This is an optimization exercise on Yosys and OpenROAD, whose aim is small area and a short achievable clock period, not a production implementation.
The RTL was checked by simulation tests, not by an equivalence proof against the original design.

==> run a <==
## mult_top
module mult_top(
    input clk,
    input  [15:0] x,
    input  [15:0] y,
    output reg [31:0] p_out
    );
    wire [17:0] h_d;
    wire yneg_d, sn_d;
    wire [4:0] ksum_d;
    wire [5:0] m_d;
    ELM_front front(.x(x), .y(y), .h(h_d), .yneg(yneg_d), .ksum(ksum_d),
                    .m(m_d), .sn(sn_d));
    reg [17:0] h_q;
    reg yneg_q, sn_q;
    reg [4:0] ksum_q;
    reg [5:0] m_q;
    wire [31:0] P_vec;
    ELM_back back(.h(h_q), .yneg(yneg_q), .ksum(ksum_q), .m(m_q),
                  .sn(sn_q), .p(P_vec));
    always @(posedge clk)
    begin
        h_q <= h_d;
        yneg_q <= yneg_d;
        ksum_q <= ksum_d;
        m_q <= m_d;
        sn_q <= sn_d;
        p_out <= P_vec;
    end
endmodule
==> module ELM_log, before the edit <==
module ELM_log(
    input  [12:0] a,
    output [3:0]  k,
    output [4:0]  f
    );
    wire n3 = a[12];
    wire n2 = ~n3 & (|a[11:8]);
    wire n1 = ~n3 & ~(|a[11:8]) & (|a[7:4]);
    wire n0 = ~n3 & ~(|a[11:4]);
    assign k[3] = n3 | n2;
    assign k[2] = n3 | n1;
    wire [20:0] e = {3'b0, a, 5'b0};
    wire [8:0] g = ({9{n0}} & e[8:0]) | ({9{n1}} & e[12:4])
                 | ({9{n2}} & e[16:8]) | ({9{n3}} & e[20:12]);
    wire l3 = g[8];
    wire l2 = ~g[8] & g[7];
    wire l1 = ~g[8] & ~g[7] & g[6];
    wire l0 = ~g[8] & ~g[7] & ~g[6];
    assign k[1] = l3 | l2;
    assign k[0] = l3 | l1;
    assign f = ({5{l0}} & g[4:0]) | ({5{l1}} & g[5:1])
             | ({5{l2}} & g[6:2]) | ({5{l3}} & g[7:3]);
endmodule
==> module ELM_add, before the edit <==
module ELM_add #(parameter W = 18) (
    input  [W-1:0] a,
    input  [W-1:0] b,
    input          ci,
    output [W-1:0] s
    );
    wire [W-1:0] p0 = a ^ b;
    wire [W-1:0] g0 = a & b;
    wire [W-1:0] g [0:5];
    wire [W-1:0] p [0:5];
    assign g[0] = {g0[W-1:1], g0[0] | (p0[0] & ci)};
    assign p[0] = p0;
    genvar l, i;
    generate
        for (l = 0; l < 5; l = l + 1) begin : g_lvl
            for (i = 0; i < W; i = i + 1) begin : g_bit
                if ((i >> l) & 1) begin : g_op
                    localparam integer J = ((i >> l) << l) - 1;
                    assign g[l+1][i] = g[l][i] | (p[l][i] & g[l][J]);
                    assign p[l+1][i] = p[l][i] & p[l][J];
                end else begin : g_pass
                    assign g[l+1][i] = g[l][i];
                    assign p[l+1][i] = p[l][i];
                end
            end
        end
    endgenerate
    assign s = p0 ^ {g[5][W-2:0], ci};
endmodule
==> module ELM_back, before the edit <==
module ELM_back(
    input  [17:0] h,
    input         yneg,
    input  [4:0]  ksum,
    input  [5:0]  m,
    input         sn,
    output [31:0] p
    );
    wire [6:0] w = m[5] ? {1'b1, m[4:0], 1'b0} : {1'b0, 1'b1, m[4:0]};
    wire [9:0] u = {3'b0, w} << ksum[1:0];
    wire [7:0] oq;
    genvar i, j;
    generate
        for (i = 0; i < 8; i = i + 1) begin : g_oq
            assign oq[i] = (ksum[4:2] == i) && (i < 7);
        end
    endgenerate
    wire [27:0] a;
    generate
        for (j = 0; j < 28; j = j + 1) begin : g_a
            wire [6:0] t;
            for (i = 0; i < 7; i = i + 1) begin : g_t
                if (j + 5 - 4 * i >= 0 && j + 5 - 4 * i <= 9) begin : g_on
                    assign t[i] = u[j+5-4*i] & oq[i];
                end else begin : g_off
                    assign t[i] = 1'b0;
                end
            end
            assign a[j] = |t;
        end
    endgenerate
    wire [27:0] pp0 = a ^ {28{sn}};
    assign p[13:0] = pp0[13:0] - yneg;
    wire c14 = yneg & (|pp0[13:0]);
    ELM_add #(18) add_p(.a(h), .b({{4{sn}}, pp0[27:14]}), .ci(c14), .s(p[31:14]));
endmodule
clock: 7.0 ns
lec_check: 0
abc_area: 1
cap_margin: 20
core_margin: 2
core_utilization: 40
cts_buf_list: sky130_fd_sc_hd__clkbuf_4
cts_cluster_size: 6
place_density: 0.75
setup_slack_margin: 3.3
slew_margin: 20
standard.sh (not shown) runs the stock make flow with config.mk's settings and CLKGATE_MAP_FILE= SYNTH_SCRIPT=/design/flow/synth_recipe.tcl, a recipe that flattens the netlist after the stock synthesis.
==> flow/flow/run.sh <==
#!/bin/bash
# Standard layout, with two changes passed to the ORFS make run:
#  - no full/half adder cell extraction in synthesis (ABC maps the adders),
#  - port buffers made from the smallest buffer cell.
export ADDER_MAP_FILE=
export BUFFER_PORTS_ARGS="-buffer_cell sky130_fd_sc_hd__buf_1"
bash standard.sh > standard.log 2>&1
==> run b (differences from run a) <==
--- a/flow/design.v
+++ b/flow/design.v
@@ -5,19 +5,31 @@
     );
-    wire n3 = a[12];
-    wire n2 = ~n3 & (|a[11:8]);
-    wire n1 = ~n3 & ~(|a[11:8]) & (|a[7:4]);
-    wire n0 = ~n3 & ~(|a[11:4]);
-    assign k[3] = n3 | n2;
-    assign k[2] = n3 | n1;
-    wire [20:0] e = {3'b0, a, 5'b0};
-    wire [8:0] g = ({9{n0}} & e[8:0]) | ({9{n1}} & e[12:4])
-                 | ({9{n2}} & e[16:8]) | ({9{n3}} & e[20:12]);
-    wire l3 = g[8];
-    wire l2 = ~g[8] & g[7];
-    wire l1 = ~g[8] & ~g[7] & g[6];
-    wire l0 = ~g[8] & ~g[7] & ~g[6];
-    assign k[1] = l3 | l2;
-    assign k[0] = l3 | l1;
-    assign f = ({5{l0}} & g[4:0]) | ({5{l1}} & g[5:1])
-             | ({5{l2}} & g[6:2]) | ({5{l3}} & g[7:3]);
+    wire [12:0] above;    
+    wire [12:0] lead;     
+    assign above[12] = 1'b0;
+    genvar i, j;
+    generate
+        for (i = 11; i >= 0; i = i - 1) begin : g_above
+            assign above[i] = |a[12:i+1];
+        end
+        for (i = 0; i < 13; i = i + 1) begin : g_lead
+            assign lead[i] = a[i] & ~above[i];
+        end
+    endgenerate
+    assign k[0] = lead[1] | lead[3] | lead[5] | lead[7] | lead[9] | lead[11];
+    assign k[1] = lead[2] | lead[3] | lead[6] | lead[7] | lead[10] | lead[11];
+    assign k[2] = lead[4] | lead[5] | lead[6] | lead[7] | lead[12];
+    assign k[3] = lead[8] | lead[9] | lead[10] | lead[11] | lead[12];
+    generate
+        for (j = 0; j < 5; j = j + 1) begin : g_f
+            wire [12:0] t;
+            for (i = 0; i < 13; i = i + 1) begin : g_t
+                if (i - 1 - j >= 0) begin : g_on
+                    assign t[i] = lead[i] & a[i-1-j];
+                end else begin : g_off
+                    assign t[i] = 1'b0;
+                end
+            end
+            assign f[4-j] = |t;
+        end
+    endgenerate
 endmodule
@@ -39,6 +51,5 @@
             for (i = 0; i < W; i = i + 1) begin : g_bit
-                if ((i >> l) & 1) begin : g_op
-                    localparam integer J = ((i >> l) << l) - 1;
-                    assign g[l+1][i] = g[l][i] | (p[l][i] & g[l][J]);
-                    assign p[l+1][i] = p[l][i] & p[l][J];
+                if (i >= (1 << l)) begin : g_op
+                    assign g[l+1][i] = g[l][i] | (p[l][i] & g[l][i-(1<<l)]);
+                    assign p[l+1][i] = p[l][i] & p[l][i-(1<<l)];
                 end else begin : g_pass
@@ -93,8 +104,7 @@
     wire [6:0] w = m[5] ? {1'b1, m[4:0], 1'b0} : {1'b0, 1'b1, m[4:0]};
-    wire [9:0] u = {3'b0, w} << ksum[1:0];
-    wire [7:0] oq;
+    wire [24:0] oh;
     genvar i, j;
     generate
-        for (i = 0; i < 8; i = i + 1) begin : g_oq
-            assign oq[i] = (ksum[4:2] == i) && (i < 7);
+        for (i = 0; i < 25; i = i + 1) begin : g_oh
+            assign oh[i] = (ksum == i);
         end
@@ -106,4 +116,4 @@
             for (i = 0; i < 7; i = i + 1) begin : g_t
-                if (j + 5 - 4 * i >= 0 && j + 5 - 4 * i <= 9) begin : g_on
-                    assign t[i] = u[j+5-4*i] & oq[i];
+                if (j + 5 - i >= 0 && j + 5 - i <= 24) begin : g_on
+                    assign t[i] = w[i] & oh[j+5-i];
                 end else begin : g_off
Settings changed: CTS_BUF_LIST sky130_fd_sc_hd__clkbuf_4 to default, CTS_CLUSTER_SIZE 6 to default, PLACE_DENSITY 0.75 to default, SETUP_SLACK_MARGIN 3.3 to 3.0.
==> metrics.yaml <==
synth_xor_area_share_pct: 13.3
run_status: "complete, no violations"
synth_common_cells: "nand2_1 (357), nor2_1 (171), inv_1 (144)"
power.clock.total_uw: 454
-- figures above: run b

==> metrics.yaml <==
run_status: "complete, no violations"
synth_xor_area_share_pct: 17.7
synth_common_cells: "nand2_1 (296), inv_1 (137), nor2_1 (96)"
power.clock.total_uw: 320
setup_ws_ns: 3.50
io_pins: 65
-- figures above: run a

==> port drivers added, routing unchanged <==
The flow's constraints put no driver on any port. The routed layouts listed below were extracted and timed again, unchanged, in two steps. Step 1, drivers: a clkbuf_16 drives clk and a buf_2 each remaining input, both assumed. Step 2 also shifts input and output timing later by t, the mid clock arrival at the registers, as if the neighbouring blocks saw the same clock. a / b / c = ideal / step 1 / step 2; a / b = the first two.
run	t (ns)	setup WS [ns]	latest minus earliest clock arrival (ns)	worst slew at a driven data input, ns
run a	0.457	3.500 / 3.510 / 3.053	0.018 / 0.018	0.04
run b	0.372	3.344 / 3.364 / 2.991	0.007 / 0.007	0.04
After both steps every run listed still meets setup and hold. For run a, which loses most, drivers alone change the setup slack by +0.010 ns; drivers and shift together by -0.447 ns.
